From an optimization exercise on the open Yosys and OpenROAD flow, aimed at small area and a short achievable clock period; shortcuts taken in it are not production practice. In this exercise RTL edits were held to simulation tests only and were not proved equivalent to the original.

`flow/run.sh`:
```
#!/bin/bash
# synth_recipe.tcl (not shown) runs the flow's synth.tcl, then flattens the netlist and writes it again
# the make line also repeats each setting of config.mk as NAME=value (left out here)
make -C /OpenROAD-flow-scripts/flow DESIGN_CONFIG=/design/flow/config.mk WORK_HOME=/design/flow/orfs CLKGATE_MAP_FILE= SYNTH_SCRIPT=/design/flow/synth_recipe.tcl finish
```
`flow/config.mk`:
```
export PLATFORM = sky130hd
export DESIGN_NAME = hulkFinder
export DESIGN_NICKNAME = hulkFinder
export VERILOG_FILES = /design/flow/design.v
export SDC_FILE = /design/flow/constraint.sdc
export NUM_CORES = 4
export LEC_CHECK = 0
export CAP_MARGIN = 20
export CORE_MARGIN = 2
export CORE_UTILIZATION = 55
export PLACE_DENSITY = 0.65
export SETUP_SLACK_MARGIN = 1.5
export SLEW_MARGIN = 20
```
`flow/constraint.sdc`:
```
create_clock -name core_clock -period 11.0 [get_ports {clk}]
set_input_delay 2.2000 -clock core_clock [delete_from_list [all_inputs] [get_ports {clk}]]
set_output_delay 2.2000 -clock core_clock [all_outputs]
set_load 0.01 [all_outputs]
```
`flow/design.v`:
```
module fiveBitToAsciiDecoder(
	input [4:0] data,
	output [5:0] code
	);
	reg [4:0] lo;
	wire letter = (data < 5'd26);
	always @(*) begin
		case (data)
			5'd26: lo = 5'h00;
			5'd27: lo = 5'h0c;
			5'd28: lo = 5'h0e;
			5'd29: lo = 5'h01;
			5'd30: lo = 5'h0d;
			5'd31: lo = 5'h1f;
			default: lo = data + 5'd1;
		endcase
	end
	assign code = {letter, lo};
endmodule
module asciiToFiveBitDecoder(
	input [5:0] code,
	output reg [4:0] data
	);
	always @(*) begin
		if (code[5])
			data = code[4:0] - 5'd1;
		else
			case (code[4:0])
				5'h0c: data = 5'd27;
				5'h0e: data = 5'd28;
				5'h01: data = 5'd29;
				5'h0d: data = 5'd30;
				5'h1f: data = 5'd31;
				default: data = 5'd26;
			endcase
	end
endmodule
module charOfCode(
	input [5:0] code,
	input mode,
	output [7:0] char
	);
	assign char = {1'b0, code[5], ~code[5] | ~mode, code[4:0]};
endmodule
module random_generator(
	input  rst,
	input  clk,
	input  ena,
	output [29:0] lfsr_next
);
	reg  [29:0] lfsr_reg;
	wire        feedback;
	always @(posedge clk or posedge rst) begin
		if (rst)
			lfsr_reg <= 30'b1000000000;
		else if (ena)
			lfsr_reg <= lfsr_next;
	end
	assign feedback = lfsr_reg[29] ^ lfsr_reg[28] ^ lfsr_reg[25] ^ lfsr_reg[24];
	assign lfsr_next = {lfsr_reg[28:0], feedback};
endmodule
module pfxAdd #(parameter W = 32, parameter ARCH = 1)(
	input [W-1:0] a,
	input [W-1:0] b,
	input ci,
	output [W-1:0] s
);
	generate
	if (ARCH == 0) begin : beh
		assign s = a + b + ci;
	end else begin : pfx
	reg [W-1:0] g, p, g2, p2, c;
	integer l, i, j;
	always @(*) begin
		g = a & b;
		p = a ^ b;
		g[0] = g[0] | (p[0] & ci);
		if (ARCH == 1) begin
			for (l = 0; (1 << l) < W; l = l + 1)
				for (i = (2 << l) - 1; i < W; i = i + (2 << l)) begin
					g[i] = g[i] | (p[i] & g[i - (1 << l)]);
					p[i] = p[i] & p[i - (1 << l)];
				end
			for (l = 5; l >= 0; l = l - 1)
				if ((2 << l) < W)
					for (i = 3 * (1 << l) - 1; i < W; i = i + (2 << l)) begin
						g[i] = g[i] | (p[i] & g[i - (1 << l)]);
						p[i] = p[i] & p[i - (1 << l)];
					end
		end else if (ARCH == 2) begin
			for (i = 1; i < W; i = i + 1) begin
				g[i] = g[i] | (p[i] & g[i - 1]);
				p[i] = p[i] & p[i - 1];
			end
		end else if (ARCH == 3) begin
			for (l = 0; (1 << l) < W; l = l + 1)
				for (i = 0; i < W; i = i + 1)
					if ((i >> l) & 1) begin
						j = ((i >> l) << l) - 1;
						g[i] = g[i] | (p[i] & g[j]);
						p[i] = p[i] & p[j];
					end
		end else if (ARCH == 4) begin
			for (i = 1; i < W; i = i + 2) begin
				g[i] = g[i] | (p[i] & g[i - 1]);
				p[i] = p[i] & p[i - 1];
			end
			for (l = 1; (1 << l) < W; l = l + 1) begin
				g2 = g; p2 = p;
				for (i = 1; i < W; i = i + 2)
					if (i >= (1 << l) + 1) begin
						g2[i] = g[i] | (p[i] & g[i - (1 << l)]);
						p2[i] = p[i] & p[i - (1 << l)];
					end
				g = g2; p = p2;
			end
			for (i = 2; i < W; i = i + 2) begin
				g[i] = g[i] | (p[i] & g[i - 1]);
				p[i] = p[i] & p[i - 1];
			end
		end else begin
			for (l = 0; (1 << l) < W; l = l + 1) begin
				g2 = g; p2 = p;
				for (i = 0; i < W; i = i + 1)
					if (i >= (1 << l)) begin
						g2[i] = g[i] | (p[i] & g[i - (1 << l)]);
						p2[i] = p[i] & p[i - (1 << l)];
					end
				g = g2; p = p2;
			end
		end
		c = {g[W-2:0], ci};
	end
	assign s = a ^ b ^ c;
	end
	endgenerate
endmodule
module teaHalfRound(
	input  [31:0] u,
	input  [31:0] v,
	input  [31:0] ka,
	input  [31:0] kb,
	input  [31:0] sum,
	output [31:0] f,
	output [31:0] vOut
);
	localparam ARCH_K = 1, ARCH_S = 3;
	wire [31:0] a, b, c;
	pfxAdd #(.W(28), .ARCH(ARCH_K)) ra(.a(u[27:0]), .b(ka[31:4]), .ci(1'b0), .s(a[31:4]));
	assign a[3:0] = ka[3:0];
	pfxAdd #(.W(32), .ARCH(ARCH_K)) rb(.a(u), .b(sum), .ci(1'b0), .s(b));
	pfxAdd #(.W(32), .ARCH(ARCH_K)) rc(.a({5'b00000, u[31:5]}), .b(kb), .ci(1'b0), .s(c));
	assign f = a ^ b ^ c;
	pfxAdd #(.W(32), .ARCH(ARCH_S)) rs(.a(v), .b(~f), .ci(1'b1), .s(vOut));
endmodule
module teaFixedKey(
	input mode,
	output [31:0] k0,
	output [31:0] k1
);
	assign k0 = mode ? 32'h48554c4b : 32'h48756c6b;
	assign k1 = mode ? 32'h20495320 : 32'h20697320;
endmodule
module teaLfsrKey(
	input mode,
	input [35:0] codes,
	output [31:0] k2,
	output [31:0] k3
);
	wire [7:0] c0, c1, c2, c3, c4, c5;
	charOfCode d0(.code(codes[5:0]),   .mode(mode), .char(c0));
	charOfCode d1(.code(codes[11:6]),  .mode(mode), .char(c1));
	charOfCode d2(.code(codes[17:12]), .mode(mode), .char(c2));
	charOfCode d3(.code(codes[23:18]), .mode(mode), .char(c3));
	charOfCode d4(.code(codes[29:24]), .mode(mode), .char(c4));
	charOfCode d5(.code(codes[35:30]), .mode(mode), .char(c5));
	assign k2 = {(mode ? 16'h5448 : 16'h7468), c5, c4};
	assign k3 = {c3, c2, c1, c0};
endmodule
module singleTeaBlock #(
	parameter [31:0] SUM_A = 32'hc6ef3720,
	parameter [31:0] SUM_B = 32'h28b7bd67,
	parameter LAST = 0
)(
	input clk,
	input [36:0] inLfsrState,
	input [63:0] inData,
	output reg [63:0] outData,
	output reg [36:0] outLfsrState
);
	wire [31:0] k0, k1, k2, k3, f0, f1, v0n, v1n;
	teaFixedKey fk(.mode(inLfsrState[36]), .k0(k0), .k1(k1));
	teaLfsrKey lk(.mode(inLfsrState[36]), .codes(inLfsrState[35:0]), .k2(k2), .k3(k3));
	teaHalfRound h0(.u(inData[31:0]), .v(inData[63:32]), .ka(k0), .kb(k1), .sum(SUM_A), .f(f0), .vOut(v0n));
	teaHalfRound h1(.u(v0n), .v(inData[31:0]), .ka(k2), .kb(k3), .sum(SUM_B), .f(f1), .vOut(v1n));
	always @(posedge clk) begin
		outData <= {(LAST ? v0n - 32'h25504446 : v0n), v1n};
		outLfsrState <= inLfsrState;
	end
endmodule
module pdfCheckerFsm(
	input rst,
	input clk,
	input ena,
	input match,
	output rdy
);
	reg state_reg;
	always @(posedge clk or posedge rst) begin
		if (rst)
			state_reg <= 1'b0;
		else if (ena)
			state_reg <= rdy;
	end
	assign rdy = ~state_reg & match;
endmodule
module hulkFinder(
	input clk,
	input ena,
	input rst,
	input mode,
	input [31:0] dataA, dataB,
	output [31:0] result,
	output rdy
	);
	localparam [31:0] DELTA = 32'h9e3779b9;
	localparam [31:0] SUM1  = 32'hc6ef3720;
	wire [29:0] lfsr;
	wire [63:0] data [0:32];
	wire [36:0] lfsrState [0:32];
	random_generator gen0(
		.rst(rst),
		.clk(clk),
		.ena(ena),
		.lfsr_next(lfsr)
	);
	wire [31:0] k2in, k3in, f1in, v1in;
	reg  [63:0] data1;
	reg  [36:0] lfsrState1;
	wire [35:0] codesIn;
	genvar i;
	generate
		for (i = 0; i < 6; i = i + 1) begin : enc
			fiveBitToAsciiDecoder dec(.data(lfsr[5 * i +: 5]), .code(codesIn[6 * i +: 6]));
		end
	endgenerate
	teaLfsrKey lk0(.mode(mode), .codes(codesIn), .k2(k2in), .k3(k3in));
	teaHalfRound h0(.u(dataA), .v(dataB), .ka(k2in), .kb(k3in), .sum(SUM1), .f(f1in), .vOut(v1in));
	always @(posedge clk) begin
		data1 <= {dataA, v1in};
		lfsrState1 <= {mode, codesIn};
	end
	assign data[1] = data1;
	assign lfsrState[1] = lfsrState1;
	generate
		for (i = 1; i <= 31; i = i + 1) begin : stage
			singleTeaBlock #(
				.SUM_A(SUM1 - (i - 1) * DELTA),
				.SUM_B(SUM1 - i * DELTA),
				.LAST(i == 31)
			) tea (
				.clk(clk),
				.inLfsrState(lfsrState[i]),
				.inData(data[i]),
				.outData(data[i + 1]),
				.outLfsrState(lfsrState[i + 1])
			);
		end
	endgenerate
	wire [31:0] k0out, k1out, f0out, v0unused;
	teaFixedKey fk0(.mode(lfsrState[32][36]), .k0(k0out), .k1(k1out));
	teaHalfRound h63(.u(data[32][31:0]), .v(data[32][63:32]), .ka(k0out), .kb(k1out),
		.sum(SUM1 - 31 * DELTA), .f(f0out), .vOut(v0unused));
	wire match = (f0out == data[32][63:32]) && (data[32][31:8] == 24'h2d312e);
	pdfCheckerFsm fsm0(
		.rst(rst),
		.clk(clk),
		.ena(ena),
		.match(match),
		.rdy(rdy)
	);
	wire [29:0] lfsrOut;
	generate
		for (i = 0; i < 6; i = i + 1) begin : dec
			asciiToFiveBitDecoder dec(.code(lfsrState[32][6 * i +: 6]), .data(lfsrOut[5 * i +: 5]));
		end
	endgenerate
	assign result = {1'b0, lfsrState[32][36], lfsrOut};
endmodule
```
==> impl_metrics.env, run 1 <==
export IMPL_run_status="finished clean"
export IMPL_vias=218880
export IMPL_yosysWarningCount=39
export IMPL_max_clock_freq_mhz=108
export IMPL_route_detailed_drc=0
export IMPL_die_width_um=736
export IMPL_tritoncts_num_sinks=3263
export IMPL_cts_made_buffers=376
export IMPL_grt_residual_overflow=0
export IMPL_clock_tree_from_tritoncts="done"
export IMPL_clock_root_buffer="sky130_fd_sc_hd__clkbuf_16"
export IMPL_drtIter0Drc=12817
export IMPL_number_of_global_route_vias_before_repair=221384
export IMPL_ys_async_sr_fraction_pct=0.950
export IMPL_largest_register_ff_count=1984
export IMPL_cp_arrival_ns=7.02
export IMPL_cts_hold_buffers=0
export IMPL_place_port_buffers=99
export IMPL_initial_antenna_violation_count=25
export IMPL_sequential_area_share_after_synthesis_pct=22.2
export IMPL_totalWireLength_um=801000
export IMPL_multiInputGateArea_sq_mm=0.221
export IMPL_skew_ns=0.0549
export IMPL_kind_of_capture_point_of_the_worst_setup_path="output pin"
export IMPL_cts_reportedPaths_clkPinSlew_ns=0.06
export IMPL_post_drt_wl_per_cell_um=20.5
export IMPL_grt_setup_unrepaired="yes"
export IMPL_detail_route_antenna_nets=0
export IMPL_final_cell_area_sq_mm=0.323
export IMPL_drt_pre_antenna_iters=6
export IMPL_layout_cells_non_filler=39000
export IMPL_critical_path_data_required_time_ns=8.80
export IMPL_fp_coreArea_sq_mm=0.533
export IMPL_timing_hold_violations_final=0
export IMPL_setup_viol=0
export IMPL_layout_filler_cells=45834
export IMPL_top_register="stage.tea.outData"
export IMPL_vertical_die_dimension_um=736
export IMPL_start_util_pct=55.2
export IMPL_utilization_of_the_core_after_routing_pct=60.6
export IMPL_place_detailed_instances=38149
export IMPL_maxSlewHeadroom_pct=22.2
export IMPL_first_pass_grt_wire_length_um=1250000
export IMPL_post_route_cells_drive_above_1_share_pct=6.37
export IMPL_vias_per_cell=5.61
export IMPL_synth_main_ff_cell="sky130_fd_sc_hd__dfxtp_1"
export IMPL_worst_pin_slew_ns=1.16
export IMPL_register_bit_count_reported_by_yosys=3263
export IMPL_clock_latency_ns=1.05
export IMPL_gp_routability_congestion=0.918
export IMPL_area_growth_syn_to_layout_pct=9.73
export IMPL_worst_hold_check_path_type="register to register"
export IMPL_floorplan_rows=268
export IMPL_dieArea_sq_mm=0.541
export IMPL_cpLargestDelayFamily="compound AO/OA/AOI/OAI gates"
export IMPL_post_synth_instance_area_sq_mm=0.294
export IMPL_synth_enable_flop_cells=0
export IMPL_setup_worst_path_class="register to output pin"
export IMPL_layout_worst_path_cycle_share_pct=83.8
export IMPL_synth_distinct_cells=140
export IMPL_cts_root_to_sink_buffers=4
export IMPL_tns_ns=0
export IMPL_post_dp_hpwl_um=668000
export IMPL_max_cap_violations=0
export IMPL_slowest_stage_cell_on_the_critical_path="sky130_fd_sc_hd__clkdlybuf4s50_1"
export IMPL_design_portCount=101
export IMPL_final_nets=37971
export IMPL_syn_nets=37184
export IMPL_crit_path_start_kind="register"
export IMPL_number_of_levels_in_the_clock_h_tree=5
export IMPL_seqCellArea_sq_mm=0.0655
export IMPL_largestRegisters="stage.tea.outData (1984), stage.tea.outLfsrState (1147), data1 (64)"
export IMPL_grt_total_usage_pct=28.9
export IMPL_grt_max_degree=43
export IMPL_syn_inst=30871
export IMPL_finalMaxSlewViolations=0
export IMPL_placedInstanceArea_sq_mm=0.306
export IMPL_worstPathMaxFanout=5
export IMPL_path_buf_inv=3
export IMPL_final_min_clock_period_ns=9.22
export IMPL_max_stage_delay_ns=0.61
export IMPL_cp_cell_sequence="inv_1 -> ha_1 -> o21a_1 -> nand3_1 -> nand2_1 -> a31oi_1 -> o21bai_1 -> o21ai_0 -> a21bo_2 -> nand2_1 -> a21o_1 -> o21a_1 -> a41o_1 -> nand3_1 -> ha_1 -> xnor2_1 -> nand4_1 -> nor4_1 -> o2111ai_1 -> nor4_4 -> buf_6 -> clkdlybuf4s50_1"
export IMPL_mean_cell_area_of_the_mapped_netlist_sq_um=9.54
[cells by family (layout without fill, tap and decap cells)]
| kind of cell | Yosys count | in the layout | synth area share (%) |
|---|---|---|---|
| buffers and inverters | 2814 | 3915 | 3.59 |
| multiplexers | 56 | 56 | 0.201 |
| AO/OA/AOI/OAI | 5319 | 5319 | 12.4 |
| adder cells (fa/ha/maj) | 6255 | 6255 | 29.0 |
| other | 1 | 9 | 0.00127 |
| flip-flops | 3263 | 3263 | 22.2 |
| XOR/XNOR | 7936 | 7936 | 23.7 |
| AND/OR/NAND/NOR | 5227 | 5227 | 8.85 |
[routing by layer]
| metal | part of all wire (%) | GRT usage [%] | vias to the layer above |
|---|---|---|---|
| met4 | 3.3 | 8.58 | 6 |
| met1 | 44 | 37.3 | 105140 |
| met2 | 48 | 51.0 | 4750 |
| li1 | - | - | 107653 |
| met5 | 0.0046 | 0 | - |
| met3 | 4.7 | 2.83 | 1331 |
[cells in the final DEF, fill, tap and decap left out, drive strengths merged, types with 311 or more instances in the layout]
master  Yosys  routed
clkbuf    133     471
nand2    1111    1111
nor2b     311     311
xnor2    6416    6416
o21a      394     394
a21oi    1260    1260
dfxtp    3232    3232
nor2     1285    1285
buf        16     460
a21o     1035    1035
nor3      481     481
xor2     1510    1510
nand3     548     548
o21ai     807     807
ha       5293    5293
fa        952     952
inv      2660    2690
[cells in the mapped netlist (all sizes together) (31+ instances only)]
master / count / area (sq um)
xnor2: 6416 / 56200
ha: 5293 / 66200
dfxtp: 3232 / 64700
inv: 2660 / 9980
xor2: 1510 / 13300
nor2: 1285 / 4830
a21oi: 1260 / 6360
nand2: 1111 / 4170
a21o: 1035 / 7770
fa: 952 / 19100
o21ai: 807 / 4060
nand3: 548 / 2780
nor3: 481 / 2460
o21a: 394 / 2960
nor2b: 311 / 1950
and3: 304 / 1910
nand2b: 264 / 1650
and2: 220 / 1380
o21bai: 209 / 1570
a31oi: 203 / 1290
nand4: 150 / 938
a211oi: 148 / 1180
clkbuf: 133 / 499
or3: 131 / 830
o211ai: 122 / 926
a21boi: 107 / 803
a31o: 104 / 911
o31ai: 101 / 820
or2: 101 / 632
nor4: 75 / 475
a2111oi: 72 / 791
o2111ai: 69 / 617
a211o: 55 / 483
nor3b: 55 / 418
o41ai: 54 / 582
and4: 53 / 472
a21bo: 51 / 510
a311oi: 47 / 455
a41o: 45 / 450
a41oi: 42 / 368
o31a: 37 / 324
or4: 35 / 270
a22oi: 34 / 255
o311ai: 31 / 294
[through the flow]
step / setup slack [ns] / hold slack, ns
after floorplan: 2.21 / 0.329
after global placement: 1.07 / 0.335
after detailed placement: 1.01 / 0.342
after CTS: 1.42 / 0.352
after global routing: 1.40 / 0.361
final: 1.78 / 0.354
[path summary, 6_finish.rpt]
| kind | start | end | slack (ns) | depth (start not counted) |
|---|---|---|---|---|
| worst max-delay path | stage[31].tea.outLfsrState[36] | rdy | 1.78 | 22 |
| worst min-delay path | stage[28].tea.outLfsrState[1] | stage[29].tea.outLfsrState[1] | 0.35 | 0 |
| worst max register to register | stage[18].tea.outData[4] | stage[19].tea.outData[31] | 1.88 | 40 |
| worst min register to register | stage[28].tea.outLfsrState[1] | stage[29].tea.outLfsrState[1] | 0.35 | 0 |
| max in group asynchronous | rst | gen0.lfsr_reg[9] | 9.03 | 3 |
| min in group asynchronous | rst | gen0.lfsr_reg[2] | 1.61 | 3 |
[area by class of cell]
class	instances	area share, %
antenna	8	0.00620
timing repair buffer	558	1.37
inverter	2665	3.12
multi-input combinational	24794	68.4
tap	7020	2.72
sequential	3263	20.3
clock buffer	471	3.19
clock inverter	221	0.898
[repair_timing]
item | 4_1_cts | 5_1_grt
resized for setup | 57 | 578
setup buffers | 7 | 144
endpoints found under the setup margin | 48 | 170
pin swaps | 1 | 130
==> run 2, diff against run 1 <==
--- a/flow/config.mk
+++ b/flow/config.mk
@@ -6,8 +6,9 @@
 export NUM_CORES = 4
 export LEC_CHECK = 0
-export CAP_MARGIN = 20
+export CAP_MARGIN = 10
 export CORE_MARGIN = 2
 export CORE_UTILIZATION = 55
+export CTS_BUF_LIST = sky130_fd_sc_hd__clkbuf_8
 export PLACE_DENSITY = 0.65
-export SETUP_SLACK_MARGIN = 1.5
-export SLEW_MARGIN = 20
+export SETUP_SLACK_MARGIN = 2.0
+export SLEW_MARGIN = 10
==> run 2 against run 1 <==
Effect of this change: still clean on timing, DRC and antenna; synthesized area unchanged; clock skew increased by 0.0088 ns; wire length increased by 1.4%; first-iteration DRC count decreased by 0.95%; sequential share of layout area decreased by 0.42 points; critical path depth increased by 20; clock-buffer cell count increased by 248; hold slack got worse by 0.0086 ns; final area increased by 2.3%; critical path type is now register to register; largest cell class unchanged.
==> impl_metrics.env, run 2 <==
export IMPL_run_status="finished clean"
export IMPL_grt_residual_overflow=0
export IMPL_worst_r2r_startpoint="stage[17].tea.outData[0]"
export IMPL_worst_hold_check_path_type="register to register"
export IMPL_layout_cells_non_filler=39717
export IMPL_path_buf_inv=3
export IMPL_ys_async_sr_fraction_pct=0.950
export IMPL_timing_hold_violations_final=0
export IMPL_place_worst_setup_slack_ns=1.01
export IMPL_detail_route_antenna_nets=0
export IMPL_start_util_pct=55.2
export IMPL_cts_made_buffers=587
export IMPL_critical_path_data_required_time_ns=12.18
export IMPL_grt_max_degree=43
export IMPL_final_min_clock_period_ns=8.77
export IMPL_post_dp_hpwl_um=668000
export IMPL_number_of_global_route_vias_before_repair=223469
export IMPL_initial_antenna_violation_count=24
export IMPL_register_bit_count_reported_by_yosys=3263
export IMPL_route_detailed_drc=0
export IMPL_area_growth_syn_to_layout_pct=12.3
export IMPL_sequential_area_share_after_synthesis_pct=22.2
export IMPL_post_drt_wl_per_cell_um=20.4
export IMPL_fp_coreArea_sq_mm=0.533
export IMPL_finalMaxSlewViolations=0
export IMPL_cp_arrival_ns=9.95
export IMPL_largestRegisters="stage.tea.outData (1984), stage.tea.outLfsrState (1147), data1 (64)"
export IMPL_number_of_levels_in_the_clock_h_tree=6
export IMPL_synth_distinct_cells=140
export IMPL_clock_tree_from_tritoncts="done"
export IMPL_floorplan_rows=268
export IMPL_crit_path_start_kind="register"
export IMPL_setup_ws_ns=2.23
export IMPL_min_delay_start="stage[10].tea.outLfsrState[33]"
export IMPL_totalWireLength_um=811000
export IMPL_first_pass_grt_wire_length_um=1260000
export IMPL_grt_setup_unrepaired="yes"
export IMPL_worst_setup_path_startpoint="stage[17].tea.outData[0]"
export IMPL_tritoncts_num_sinks=3263
export IMPL_cts_hold_buffers=0
export IMPL_tns_ns=0
export IMPL_worst_pin_slew_ns=1.15
export IMPL_placedInstanceArea_sq_mm=0.306
export IMPL_mostFrequentLayoutCell="sky130_fd_sc_hd__xnor2_1"
export IMPL_largest_register_ff_count=1984
export IMPL_post_route_cells_drive_above_1_share_pct=10.7
export IMPL_synth_enable_flop_cells=0
export IMPL_grt_total_usage_pct=29.0
export IMPL_design_portCount=101
export IMPL_cpLargestDelayFamily="compound AO/OA/AOI/OAI gates"
export IMPL_finalHoldWorstSlack_ns=0.345
export IMPL_kind_of_capture_point_of_the_worst_setup_path="register"
export IMPL_post_synth_instance_area_sq_mm=0.294
export IMPL_layout_worst_path_cycle_share_pct=79.7
export IMPL_post_synth_main_area_contributors="sky130_fd_sc_hd__ha_1 (22%), sky130_fd_sc_hd__dfxtp_1 (22%), sky130_fd_sc_hd__xnor2_1 (19%)"
export IMPL_cts_root_to_sink_buffers=4
export IMPL_syn_inst=30871
export IMPL_place_detailed_instances=38149
export IMPL_yosysWarningCount=39
export IMPL_slowest_stage_cell_on_the_critical_path="sky130_fd_sc_hd__o41a_1"
export IMPL_cell_mode_on_critical_path="sky130_fd_sc_hd__xnor2_1"
export IMPL_drtIter0Drc=12695
export IMPL_final_nets=38536
export IMPL_setup_worst_path_class="register to register"
export IMPL_worstPathMaxFanout=4
export IMPL_cts_reportedPaths_clkPinSlew_ns=0.07
export IMPL_max_cap_violations=0
export IMPL_setup_viol=0
export IMPL_vias_per_cell=5.58
export IMPL_synth_commonest_cells="sky130_fd_sc_hd__xnor2_1 (6,409), sky130_fd_sc_hd__ha_1 (5,293), sky130_fd_sc_hd__dfxtp_1 (3,232)"
export IMPL_gp_routability_congestion=0.918
export IMPL_synth_largest_area_cell="sky130_fd_sc_hd__ha_1"
export IMPL_vertical_die_dimension_um=736
export IMPL_post_synth_top_area_fraction_pct=22.5
export IMPL_most_common_layout_cells="sky130_fd_sc_hd__xnor2_1 (6,202), sky130_fd_sc_hd__ha_1 (5,185), sky130_fd_sc_hd__dfxtp_1 (3,134)"
export IMPL_clock_latency_ns=1.33
export IMPL_skew_ns=0.0637
export IMPL_max_stage_delay_ns=0.44
export IMPL_synth_main_ff_cell="sky130_fd_sc_hd__dfxtp_1"
export IMPL_final_cell_area_sq_mm=0.331
export IMPL_top_register="stage.tea.outData"
export IMPL_die_width_um=736
export IMPL_drt_pre_antenna_iters=6
export IMPL_place_port_buffers=99
export IMPL_max_clock_freq_mhz=114
export IMPL_maxSlewHeadroom_pct=22.6
export IMPL_clock_root_buffer="sky130_fd_sc_hd__clkbuf_8"
export IMPL_synthMostInstantiatedCell="sky130_fd_sc_hd__xnor2_1"
export IMPL_vias=221736
export IMPL_syn_nets=37184
export IMPL_mean_cell_area_of_the_mapped_netlist_sq_um=9.54
export IMPL_dieArea_sq_mm=0.541
-- run 2: worst register-to-register path, delay by kind of cell, from the launching register on --
kind | cells | cell delay (ns)
adders and majority gates | 8 | 2.42
AOI/OAI and AO/OA | 13 | 2.98
xor gates and xnor gates | 9 | 1.43
buffers and inverters | 3 | 0.29
and+or+nand+nor | 9 | 1.19
DFF | 1 | 0.36
-- run 2: cells by family after synthesis --
kind of cell / count (synthesis) / synth area share (%)
buf+inv: 2814 / 3.59
flops: 3263 / 22.2
xor+xnor: 7936 / 23.7
simple gates: 5227 / 8.85
fa+ha+maj: 6255 / 29.0
other cells: 1 / 0.00127
mux: 56 / 0.201
compound gates: 5319 / 12.4
-- run 2: final timing paths --
check                                            endpoint  slack [ns]  cells past startpoint
min in group asynchronous               gen0.lfsr_reg[11]        1.33                      3
max                             stage[18].tea.outData[31]        2.23                     42
min                        stage[11].tea.outLfsrState[33]        0.35                      0
min reg2reg                stage[11].tea.outLfsrState[33]        0.35                      0
max reg2reg                     stage[18].tea.outData[31]        2.23                     42
max in group asynchronous               gen0.lfsr_reg[27]        9.32                      3
-- run 2: repair_timing --
action | 4_1_cts | 5_1_grt
pin swaps | 78 | 619
hold endpoints to repair | 0 | 0
resized for setup | 386 | 1329
buffers inserted | 87 | 417
endpoints found under the setup margin | 160 | 202
-- run 2: routing by layer --
metal | routed length, um | vias up | GRT usage, % | part of all wire, %
met5 | 8 | - | 0 | 0.00099
met4 | 28200 | 2 | 9.24 | 3.5
met3 | 35600 | 1471 | 2.84 | 4.4
met2 | 392000 | 4756 | 51.0 | 48
met1 | 356000 | 106691 | 37.4 | 44
li1 | - | 108816 | - | -
-- run 2: layout make-up --
type,count,area [sq um]
Antenna cell,15,37.5
Tap cell,7020,8780
Inverter,2665,10100
Timing Repair Buffer,912,7140
Multi-Input combinational cell,24794,226000
Sequential cell,3263,65700
Fill cell,45367,202000
Clock inverter,329,3270
Clock buffer,719,9900
-- run 2: through the flow --
step	util, %
2_1_floorplan	-
3_3_place_gp	57.4
3_5_place_dp	57.4
4_1_cts	60.3
5_1_grt	62.0
6_report	62.0
==> run 3, diff against run 2 <==
--- a/flow/config.mk
+++ b/flow/config.mk
@@ -10,5 +10,5 @@
 export CORE_UTILIZATION = 55
 export CTS_BUF_LIST = sky130_fd_sc_hd__clkbuf_8
-export PLACE_DENSITY = 0.65
+export PLACE_DENSITY = 0.78
 export SETUP_SLACK_MARGIN = 2.0
 export SLEW_MARGIN = 10
==> run 3 against run 2 <==
Effect of this change: via count up 3.0%; first-iteration DRC count up 25%; largest cell class unchanged; critical path type unchanged; die area unchanged; sequential share of layout area down 0.062 points.
==> impl_metrics.env, run 3 <==
export IMPL_number_of_global_route_vias_before_repair=229939
export IMPL_cts_reportedPaths_clkPinSlew_ns=0.07
export IMPL_synthMostInstantiatedCell="sky130_fd_sc_hd__xnor2_1"
export IMPL_synth_distinct_cells=140
export IMPL_synth_commonest_cells="sky130_fd_sc_hd__xnor2_1 (6,409), sky130_fd_sc_hd__ha_1 (5,293), sky130_fd_sc_hd__dfxtp_1 (3,232)"
export IMPL_post_synth_top_area_fraction_pct=22.5
export IMPL_synth_largest_area_cell="sky130_fd_sc_hd__ha_1"
export IMPL_synth_enable_flop_cells=0
export IMPL_hold_depth=0
export IMPL_setup_ws_ns=2.09
export IMPL_maxSlewHeadroom_pct=9.26
export IMPL_syn_inst=30871
export IMPL_yosysWarningCount=39
export IMPL_cell_mode_on_critical_path="sky130_fd_sc_hd__xnor2_1"
export IMPL_place_port_buffers=99
export IMPL_dieArea_sq_mm=0.541
export IMPL_worstPathMaxFanout=4
export IMPL_synth_main_ff_cell="sky130_fd_sc_hd__dfxtp_1"
export IMPL_ys_async_sr_fraction_pct=0.950
export IMPL_layout_cells_non_filler=39752
export IMPL_drt_pre_antenna_iters=8
export IMPL_worst_pin_slew_ns=1.35
export IMPL_worst_hold_check_path_type="register to register"
export IMPL_clock_latency_ns=1.30
export IMPL_utilization_of_the_core_after_routing_pct=62.2
export IMPL_design_portCount=101
export IMPL_number_of_levels_in_the_clock_h_tree=6
export IMPL_post_dp_hpwl_um=658000
export IMPL_max_stage_delay_ns=0.60
export IMPL_largestRegisters="stage.tea.outData (1984), stage.tea.outLfsrState (1147), data1 (64)"
export IMPL_vias_per_cell=5.74
export IMPL_crit_path_start_kind="register"
export IMPL_detail_route_antenna_nets=0
export IMPL_mean_cell_area_of_the_mapped_netlist_sq_um=9.54
export IMPL_final_nets=38565
export IMPL_timing_hold_violations_final=0
export IMPL_fp_coreArea_sq_mm=0.533
export IMPL_grt_setup_unrepaired="yes"
export IMPL_cp_arrival_ns=10.12
export IMPL_first_pass_grt_wire_length_um=1260000
export IMPL_mostFrequentLayoutCell="sky130_fd_sc_hd__xnor2_1"
export IMPL_tritoncts_num_sinks=3263
export IMPL_timing_reg2reg_setup_slack_ns=2.09
export IMPL_cpLargestDelayFamily="compound AO/OA/AOI/OAI gates"
export IMPL_floorplan_rows=268
export IMPL_route_detailed_drc=0
export IMPL_area_growth_syn_to_layout_pct=12.7
export IMPL_layout_worst_path_cycle_share_pct=81.0
export IMPL_final_min_clock_period_ns=8.91
export IMPL_grt_max_degree=43
export IMPL_die_width_um=736
export IMPL_run_status="finished clean"
export IMPL_finalMaxSlewViolations=0
export IMPL_place_detailed_instances=38115
export IMPL_vias=228294
export IMPL_post_drt_wl_per_cell_um=20.6
export IMPL_skew_ns=0.0914
export IMPL_most_common_layout_cells="sky130_fd_sc_hd__xnor2_1 (6,205), sky130_fd_sc_hd__ha_1 (5,169), sky130_fd_sc_hd__dfxtp_1 (3,125)"
export IMPL_path_depth=45
export IMPL_clock_tree_from_tritoncts="done"
export IMPL_grt_total_usage_pct=28.9
export IMPL_max_clock_freq_mhz=112
export IMPL_post_synth_instance_area_sq_mm=0.294
export IMPL_post_route_cells_drive_above_1_share_pct=11.1
export IMPL_grt_residual_overflow=0
export IMPL_tns_ns=0
export IMPL_slowest_stage_cell_on_the_critical_path="sky130_fd_sc_hd__or4_4"
export IMPL_vertical_die_dimension_um=736
export IMPL_totalWireLength_um=818000
export IMPL_cts_root_to_sink_buffers=4
export IMPL_register_bit_count_reported_by_yosys=3263
export IMPL_place_worst_setup_slack_ns=0.978
export IMPL_syn_nets=37184
export IMPL_drtIter0Drc=15827
export IMPL_setup_worst_path_class="register to register"
export IMPL_top_register="stage.tea.outData"
export IMPL_initial_antenna_violation_count=26
export IMPL_setup_viol=0
export IMPL_clock_root_buffer="sky130_fd_sc_hd__clkbuf_8"
export IMPL_sequential_area_share_after_synthesis_pct=22.2
export IMPL_path_buf_inv=4
export IMPL_largest_register_ff_count=1984
export IMPL_max_cap_violations=0
export IMPL_gp_routability_congestion=0.947
export IMPL_cts_made_buffers=578
export IMPL_critical_path_data_required_time_ns=12.20
export IMPL_reg2reg_depth=45
export IMPL_start_util_pct=55.2
export IMPL_kind_of_capture_point_of_the_worst_setup_path="register"
export IMPL_post_synth_main_area_contributors="sky130_fd_sc_hd__ha_1 (22%), sky130_fd_sc_hd__dfxtp_1 (22%), sky130_fd_sc_hd__xnor2_1 (19%)"
[run 3: timing repair]
action                     4_1_cts  5_1_grt
setup buffers                   95      482
hold buffers                     0        0
resized for setup              436     1411
pin swaps                       86      674
setup endpoints to repair      161      206
[run 3: logic make-up after synthesis]
family,synth area share [%]
DFF,22.2
buffers and inverters,3.59
xor gates and xnor gates,23.7
adders and majority gates,29.0
muxes,0.201
and+or+nand+nor,8.85
other,0.00127
AOI/OAI and AO/OA,12.4
[run 3: cell type report]
type / count / area, sq um
Antenna cell: 19 / 47.5
Clock buffer: 699 / 9620
Timing Repair Buffer: 950 / 7430
Fill cell: 42694 / 201000
Inverter: 2665 / 10100
Clock inverter: 342 / 3680
Multi-Input combinational cell: 24794 / 226000
Sequential cell: 3263 / 65700
Tap cell: 7020 / 8780
[run 3: final timing paths]
check                                               start                        endpoint
min in group asynchronous                             rst                  fsm0.state_reg
max reg2reg                      stage[23].tea.outData[0]       stage[24].tea.outData[30]
max in group asynchronous                             rst               gen0.lfsr_reg[16]
max                              stage[23].tea.outData[0]       stage[24].tea.outData[30]
min reg2reg                stage[29].tea.outLfsrState[24]  stage[30].tea.outLfsrState[24]
min                        stage[29].tea.outLfsrState[24]  stage[30].tea.outLfsrState[24]
[run 3: per-layer routing]
layer / track usage (%) / vias to the layer above / share of wire [%]
li1: - / 108898 / -
met1: 38.2 / 110380 / 43
met2: 48.5 / 7129 / 46
met3: 3.71 / 1881 / 6.4
met4: 10.4 / 6 / 3.9
met5: 0 / - / 0.0040
[run 3: stage by stage]
stage                     cell area, sq um  hold slack, ns
final                               332000           0.346
after global routing                332000           0.349
after CTS                           322000           0.346
after detailed placement            306000           0.336
after global placement              306000           0.339
after floorplan                     294000           0.329
==> run 4, diff against run 3 <==
--- a/flow/config.mk
+++ b/flow/config.mk
@@ -8,7 +8,7 @@
 export CAP_MARGIN = 10
 export CORE_MARGIN = 2
-export CORE_UTILIZATION = 55
+export CORE_UTILIZATION = 62
 export CTS_BUF_LIST = sky130_fd_sc_hd__clkbuf_8
-export PLACE_DENSITY = 0.78
+export PLACE_DENSITY = 0.7
 export SETUP_SLACK_MARGIN = 2.0
 export SLEW_MARGIN = 10
==> run 4 against run 3 <==
Effect of this change: critical endpoint unchanged; synthesized area is the same; worst setup slack better by 0.079 ns; wire length is 1.2% lower; non-clock buffer count fell by 47; highest routed layer unchanged; still clean on timing, DRC and antenna; largest cell class unchanged; register-to-register slack better by 0.08 ns; hold slack lost 0.0091 ns.
==> impl_metrics.env, run 4 <==
export IMPL_post_drt_wl_per_cell_um=20.7
export IMPL_syn_inst=30871
export IMPL_slowest_stage_cell_on_the_critical_path="sky130_fd_sc_hd__or4_4"
export IMPL_totalWireLength_um=808000
export IMPL_clock_latency_ns=1.31
export IMPL_die_width_um=693
export IMPL_dieArea_sq_mm=0.481
export IMPL_start_util_pct=62.1
export IMPL_place_port_buffers=99
export IMPL_vias=223849
export IMPL_kind_of_capture_point_of_the_worst_setup_path="register"
export IMPL_run_status="finished clean"
export IMPL_cp_arrival_ns=10.01
export IMPL_grt_setup_unrepaired="yes"
export IMPL_fp_coreArea_sq_mm=0.474
export IMPL_drtIter0Drc=13780
export IMPL_maxSlewHeadroom_pct=14.3
export IMPL_critical_path_data_required_time_ns=12.18
export IMPL_cell_mode_on_critical_path="sky130_fd_sc_hd__xnor2_1"
export IMPL_tritoncts_num_sinks=3263
export IMPL_worst_pin_slew_ns=1.25
export IMPL_drt_pre_antenna_iters=8
export IMPL_setup_viol=0
export IMPL_layout_filler_cells=37420
export IMPL_post_synth_main_area_contributors="sky130_fd_sc_hd__ha_1 (22%), sky130_fd_sc_hd__dfxtp_1 (22%), sky130_fd_sc_hd__xnor2_1 (19%)"
export IMPL_synthMostInstantiatedCell="sky130_fd_sc_hd__xnor2_1"
export IMPL_post_route_cells_drive_above_1_share_pct=10.9
export IMPL_first_pass_grt_wire_length_um=1250000
export IMPL_worst_hold_check_path_type="register to register"
export IMPL_most_common_layout_cells="sky130_fd_sc_hd__xnor2_1 (6,204), sky130_fd_sc_hd__ha_1 (5,160), sky130_fd_sc_hd__dfxtp_1 (3,136)"
export IMPL_final_nets=38521
export IMPL_synth_distinct_cells=140
export IMPL_utilization_of_the_core_after_routing_pct=69.6
export IMPL_register_bit_count_reported_by_yosys=3263
export IMPL_area_growth_syn_to_layout_pct=12.0
export IMPL_timing_hold_violations_final=0
export IMPL_cts_reportedPaths_clkPinSlew_ns=0.06
export IMPL_final_cell_area_sq_mm=0.330
export IMPL_vertical_die_dimension_um=693
export IMPL_yosysWarningCount=39
export IMPL_place_detailed_instances=37348
export IMPL_clock_tree_from_tritoncts="done"
export IMPL_largest_register_ff_count=1984
export IMPL_setup_worst_path_class="register to register"
export IMPL_max_cap_violations=0
export IMPL_vias_per_cell=5.75
export IMPL_placedInstanceArea_sq_mm=0.305
export IMPL_route_detailed_drc=0
export IMPL_cts_root_to_sink_buffers=4
export IMPL_number_of_global_route_vias_before_repair=224804
export IMPL_final_min_clock_period_ns=8.84
export IMPL_largestRegisters="stage.tea.outData (1984), stage.tea.outLfsrState (1147), data1 (64)"
export IMPL_worstPathMaxFanout=6
export IMPL_crit_path_start_kind="register"
export IMPL_tns_ns=0
export IMPL_cts_hold_buffers=0
export IMPL_post_synth_top_area_fraction_pct=22.5
export IMPL_multiInputGateArea_sq_mm=0.226
export IMPL_synth_largest_area_cell="sky130_fd_sc_hd__ha_1"
export IMPL_synth_commonest_cells="sky130_fd_sc_hd__xnor2_1 (6,409), sky130_fd_sc_hd__ha_1 (5,293), sky130_fd_sc_hd__dfxtp_1 (3,232)"
export IMPL_max_clock_freq_mhz=113
export IMPL_max_stage_delay_ns=0.53
export IMPL_number_of_levels_in_the_clock_h_tree=6
export IMPL_sequential_area_share_after_synthesis_pct=22.2
export IMPL_layout_cells_non_filler=38940
export IMPL_mostFrequentLayoutCell="sky130_fd_sc_hd__xnor2_1"
export IMPL_synth_main_ff_cell="sky130_fd_sc_hd__dfxtp_1"
export IMPL_finalMaxSlewViolations=0
export IMPL_grt_max_degree=43
export IMPL_synth_enable_flop_cells=0
export IMPL_gp_routability_congestion=0.939
export IMPL_design_portCount=101
export IMPL_floorplan_rows=253
export IMPL_syn_nets=37184
export IMPL_cts_made_buffers=581
export IMPL_grt_total_usage_pct=32.6
export IMPL_clock_root_buffer="sky130_fd_sc_hd__clkbuf_8"
export IMPL_detail_route_antenna_nets=0
export IMPL_ys_async_sr_fraction_pct=0.950
export IMPL_top_register="stage.tea.outData"
export IMPL_post_dp_hpwl_um=659000
export IMPL_initial_antenna_violation_count=24
export IMPL_grt_residual_overflow=0
export IMPL_seqCellArea_sq_mm=0.0657
export IMPL_layout_worst_path_cycle_share_pct=80.3
export IMPL_mean_cell_area_of_the_mapped_netlist_sq_um=9.54
export IMPL_skew_ns=0.0706
export IMPL_post_synth_instance_area_sq_mm=0.294
run 4: cells by family after synthesis:
family	after synthesis	synth area share, %
buf+inv	2814	3.59
xor+xnor	7936	23.7
flops	3263	22.2
compound gates	5319	12.4
mux	56	0.201
fa+ha+maj	6255	29.0
other cells	1	0.00127
simple gates	5227	8.85
run 4: per-stage QoR:
| stage | hold slack, ns | worst slack (ns) |
|---|---|---|
| after global placement | 0.335 | 0.887 |
| after detailed placement | 0.340 | 0.904 |
| after floorplan | 0.329 | 2.21 |
| after CTS | 0.339 | 1.90 |
| after global routing | 0.337 | 1.79 |
| final | 0.336 | 2.16 |
run 4: critical path: cells and delay by family (launching register included):
kind | cells | cell delay [ns]
and+or+nand+nor | 10 | 2.42
buffers and inverters | 2 | 0.26
xor gates and xnor gates | 9 | 1.48
adders and majority gates | 5 | 1.41
DFF | 1 | 0.50
AOI/OAI and AO/OA | 15 | 2.68
run 4: timing repair:
action                                  CTS  global route
endpoints found under the hold margin     0             0
pin swaps                                93           643
endpoints found under the setup margin  159           208
gates resized for setup                 433          1348
setup buffers                            99           425
cloned                                    0             0
run 4: path summary, 6_finish.rpt:
check	startpoint	end	slack (ns)	cells past startpoint
max	stage[23].tea.outData[2]	stage[24].tea.outData[30]	2.16	41
min	stage[26].tea.outLfsrState[1]	stage[27].tea.outLfsrState[1]	0.34	0
max reg2reg	stage[23].tea.outData[2]	stage[24].tea.outData[30]	2.16	41
min reg2reg	stage[26].tea.outLfsrState[1]	stage[27].tea.outLfsrState[1]	0.34	0
max in group asynchronous	rst	gen0.lfsr_reg[18]	9.25	3
min in group asynchronous	rst	gen0.lfsr_reg[0]	1.33	3
run 4: final cells by class:
class | count | area share [%]
clock buffer | 681 | 2.84
multi-input combinational | 24794 | 68.5
sequential | 3263 | 19.9
timing repair buffer | 903 | 2.15
clock inverter | 364 | 1.15
antenna | 23 | 0.0174
inverter | 2665 | 3.07
tap | 6247 | 2.37
run 4: metal layers:
metal	global-route usage, %	vias up	share of wire (%)
met4	11.7	8	4.0
met2	56.3	5581	48
li1	-	108815	-
met1	41.6	107744	43
met3	4.08	1701	5.3
met5	0	-	0.010
==> run 5, diff against run 4 <==
--- a/flow/config.mk
+++ b/flow/config.mk
@@ -8,7 +8,9 @@
 export CAP_MARGIN = 10
 export CORE_MARGIN = 2
-export CORE_UTILIZATION = 62
-export CTS_BUF_LIST = sky130_fd_sc_hd__clkbuf_8
-export PLACE_DENSITY = 0.7
+export CORE_UTILIZATION = 55
+export CTS_BUF_LIST = sky130_fd_sc_hd__clkbuf_16
+export CTS_CLUSTER_DIAMETER = 110
+export CTS_CLUSTER_SIZE = 22
+export PLACE_DENSITY = 0.65
 export SETUP_SLACK_MARGIN = 2.0
 export SLEW_MARGIN = 10
==> run 5 against run 4 <==
Effect of this change: clock skew down 0.020 ns; hold slack better by 0.0082 ns; cell count about the same; still clean on timing, DRC and antenna; register-to-register slack better by 0.06 ns; highest routed layer unchanged; final area down 1.9%; maximum frequency up 0.74%; first-iteration DRC count down 7.6%.
==> impl_metrics.env, run 5 <==
export IMPL_run_status="finished clean"
export IMPL_critical_path_data_required_time_ns=11.91
export IMPL_seqCellArea_sq_mm=0.0657
export IMPL_kind_of_capture_point_of_the_worst_setup_path="register"
export IMPL_cts_hold_buffers=0
export IMPL_final_min_clock_period_ns=8.77
export IMPL_floorplan_rows=268
export IMPL_sequential_area_share_after_synthesis_pct=22.2
export IMPL_synth_enable_flop_cells=0
export IMPL_worst_r2r_startpoint="stage[23].tea.outData[0]"
export IMPL_totalWireLength_um=804000
export IMPL_crit_path_start_kind="register"
export IMPL_ys_async_sr_fraction_pct=0.950
export IMPL_post_dp_hpwl_um=668000
export IMPL_largest_register_ff_count=1984
export IMPL_final_cell_area_sq_mm=0.324
export IMPL_place_port_buffers=99
export IMPL_first_pass_grt_wire_length_um=1240000
export IMPL_final_nets=38173
export IMPL_register_bit_count_reported_by_yosys=3263
export IMPL_grt_residual_overflow=0
export IMPL_skew_ns=0.0504
export IMPL_vias=219138
export IMPL_drtIter0Drc=12736
export IMPL_synth_commonest_cells="sky130_fd_sc_hd__xnor2_1 (6,409), sky130_fd_sc_hd__ha_1 (5,293), sky130_fd_sc_hd__dfxtp_1 (3,232)"
export IMPL_initial_antenna_violation_count=27
export IMPL_cp_arrival_ns=9.69
export IMPL_clock_root_buffer="sky130_fd_sc_hd__clkbuf_16"
export IMPL_fp_coreArea_sq_mm=0.533
export IMPL_reg2reg_depth=44
export IMPL_dieArea_sq_mm=0.541
export IMPL_setup_viol=0
export IMPL_path_buf_inv=2
export IMPL_cts_made_buffers=191
export IMPL_die_width_um=736
export IMPL_mean_cell_area_of_the_mapped_netlist_sq_um=9.54
export IMPL_number_of_global_route_vias_before_repair=219363
export IMPL_min_delay_start="stage[7].tea.outLfsrState[1]"
export IMPL_grt_max_degree=43
export IMPL_timing_hold_violations_final=0
export IMPL_timing_reg2reg_setup_slack_ns=2.23
export IMPL_clock_tree_from_tritoncts="done"
export IMPL_detail_route_antenna_nets=0
export IMPL_syn_nets=37184
export IMPL_worstPathMaxFanout=4
export IMPL_grt_total_usage_pct=28.8
export IMPL_vertical_die_dimension_um=736
export IMPL_post_synth_top_area_fraction_pct=22.5
export IMPL_finalMaxSlewViolations=0
export IMPL_post_synth_instance_area_sq_mm=0.294
export IMPL_syn_inst=30871
export IMPL_route_detailed_drc=0
export IMPL_number_of_levels_in_the_clock_h_tree=4
export IMPL_post_drt_wl_per_cell_um=20.6
export IMPL_synth_largest_area_cell="sky130_fd_sc_hd__ha_1"
export IMPL_hold_depth=0
export IMPL_slowest_stage_cell_on_the_critical_path="sky130_fd_sc_hd__or4_4"
export IMPL_top_register="stage.tea.outData"
export IMPL_start_util_pct=55.2
export IMPL_hold_path_endpoint="stage[8].tea.outLfsrState[1]"
export IMPL_cpLargestDelayFamily="compound AO/OA/AOI/OAI gates"
export IMPL_max_cap_violations=0
export IMPL_synthMostInstantiatedCell="sky130_fd_sc_hd__xnor2_1"
export IMPL_max_clock_freq_mhz=114
export IMPL_mostFrequentLayoutCell="sky130_fd_sc_hd__xnor2_1"
export IMPL_synth_distinct_cells=140
export IMPL_tritoncts_num_sinks=3263
export IMPL_cts_root_to_sink_buffers=4
export IMPL_max_stage_delay_ns=0.59
export IMPL_maxSlewHeadroom_pct=19.9
export IMPL_multiInputGateArea_sq_mm=0.226
export IMPL_post_synth_main_area_contributors="sky130_fd_sc_hd__ha_1 (22%), sky130_fd_sc_hd__dfxtp_1 (22%), sky130_fd_sc_hd__xnor2_1 (19%)"
export IMPL_tns_ns=0
export IMPL_design_portCount=101
export IMPL_cts_reportedPaths_clkPinSlew_ns=0.10
export IMPL_grt_setup_unrepaired="yes"
export IMPL_placedInstanceArea_sq_mm=0.306
export IMPL_most_common_layout_cells="sky130_fd_sc_hd__xnor2_1 (6,186), sky130_fd_sc_hd__ha_1 (5,168), sky130_fd_sc_hd__dfxtp_1 (3,123)"
export IMPL_layout_filler_cells=45845
export IMPL_synth_main_ff_cell="sky130_fd_sc_hd__dfxtp_1"
export IMPL_gp_routability_congestion=0.918
export IMPL_area_growth_syn_to_layout_pct=9.97
export IMPL_layout_worst_path_cycle_share_pct=79.7
export IMPL_worst_hold_check_path_type="register to register"
export IMPL_largestRegisters="stage.tea.outData (1984), stage.tea.outLfsrState (1147), data1 (64)"
export IMPL_post_route_cells_drive_above_1_share_pct=9.06
export IMPL_worst_pin_slew_ns=1.19
export IMPL_critical_path_reg2reg_endpoint="stage[24].tea.outData[31]"
export IMPL_setup_worst_path_class="register to register"
export IMPL_drt_pre_antenna_iters=6
export IMPL_yosysWarningCount=39
export IMPL_vias_per_cell=5.62
export IMPL_clock_latency_ns=0.99
run 5: cell type report:
cell class	instances	share of cell area, %
Antenna cell	18	0.0139
Clock buffer	194	1.50
Tap cell	7020	2.71
Clock inverter	71	0.280
Inverter	2665	3.13
Sequential cell	3263	20.3
Timing Repair Buffer	945	2.28
Multi-Input combinational cell	24794	69.8
run 5: what timing repair did:
action,CTS,global route
gates resized for setup,400,1382
buffers inserted,84,453
pin swaps,78,649
setup endpoints to repair,164,200
run 5: worst max path at each step:
stage,start,to,depth (start not counted)
2_1_floorplan,stage[3].tea.outData[0],stage[4].tea.outData[31],40
3_3_place_gp,stage[9].tea.outData[0],stage[10].tea.outData[31],44
3_5_place_dp,stage[9].tea.outData[0],stage[10].tea.outData[31],44
4_1_cts,stage[9].tea.outData[0],stage[10].tea.outData[31],44
5_1_grt,stage[23].tea.outData[0],stage[24].tea.outData[31],44
6_report,stage[23].tea.outData[0],stage[24].tea.outData[31],44
run 5: worst register-to-register path, delay by kind of cell (launching register included):
kind	cells	cell delay [ns]
AO/OA/AOI/OAI	16	2.96
AND/OR/NAND/NOR	11	2.24
adder cells (fa/ha/maj)	6	1.53
XOR/XNOR	9	1.44
flip-flops	1	0.38
buffers and inverters	2	0.15
run 5: logic make-up (layout without fill, tap and decap cells):
kind of cell / Yosys count / count (layout) / share of synthesized area, %
xor+xnor: 7936 / 7936 / 23.7
fa+ha+maj: 6255 / 6255 / 29.0
compound gates: 5319 / 5319 / 12.4
simple gates: 5227 / 5227 / 8.85
flops: 3263 / 3263 / 22.2
buf+inv: 2814 / 3875 / 3.59
mux: 56 / 56 / 0.201
other cells: 1 / 19 / 0.00127
run 5: through the flow:
stage               cells  worst slack [ns]  hold slack (ns)  util (%)
CTS                 38498              1.86            0.350      58.9
finish              38970              2.23            0.345      60.7
floorplan           30871              2.21            0.329         -
global route        38960              1.79            0.359      60.7
detailed placement  38149              1.01            0.342      57.4
global placement    38149              1.07            0.335      57.4
run 5: layer usage:
| metal | share of wire (%) | vias to the layer above | routed length (um) | global-route usage, % |
|---|---|---|---|---|
| met3 | 4.2 | 1234 | 33700 | 2.42 |
| met4 | 3.3 | 8 | 26600 | 8.23 |
| met1 | 44 | 105850 | 354000 | 37.4 |
| met5 | 0.0057 | - | 46 | 0 |
| met2 | 48 | 4283 | 390000 | 50.8 |
| li1 | - | 107763 | - | - |

[separate check: timing with driven ports]
No port has a modelled driver above. Below, the same layouts with a new extraction and two added sets of constraints.
Step 1 (the two cells are an assumption about what drives the block):
set clk [get_ports {clk}]
set_driving_cell -lib_cell sky130_fd_sc_hd__clkbuf_16 $clk
set_driving_cell -lib_cell sky130_fd_sc_hd__buf_2 [delete_from_list [all_inputs] $clk]
Step 2 adds t to the input delays and takes it off the output delays; t is the mean of the earliest and latest rising clock arrival at the registers after step 1. Input paths then give back, and output paths get back, about the clock's delay inside the block.
Three values: no drivers, after step 1, after step 2; two values: the first two.
| run | t, ns | setup slack, ns | hold WS [ns] | worst register clock-pin slew, ns | cell pins on the clock port's net |
|---|---|---|---|---|---|
| run 1 | 1.146 | 1.782 / 1.662 / 1.883 | 0.354 / 0.354 / 0.354 | 0.07 / 0.07 | 1 |
| run 2 | 1.414 | 2.232 / 2.177 / 2.232 | 0.345 / 0.345 / 0.345 | 0.08 / 0.08 | 1 |
| run 3 | 1.388 | 2.085 / 2.085 / 2.068 | 0.346 / 0.346 / 0.346 | 0.08 / 0.08 | 1 |
| run 4 | 1.394 | 2.164 / 2.164 / 2.164 | 0.336 / 0.336 / 0.336 | 0.08 / 0.08 | 1 |
| run 5 | 1.086 | 2.229 / 2.179 / 2.229 | 0.345 / 0.345 / 0.345 | 0.11 / 0.11 | 1 |
After both steps every run listed still meets setup and hold. The setup slack of run 3, which loses most, moves by 0.000 ns with the drivers and by -0.017 ns with both steps.
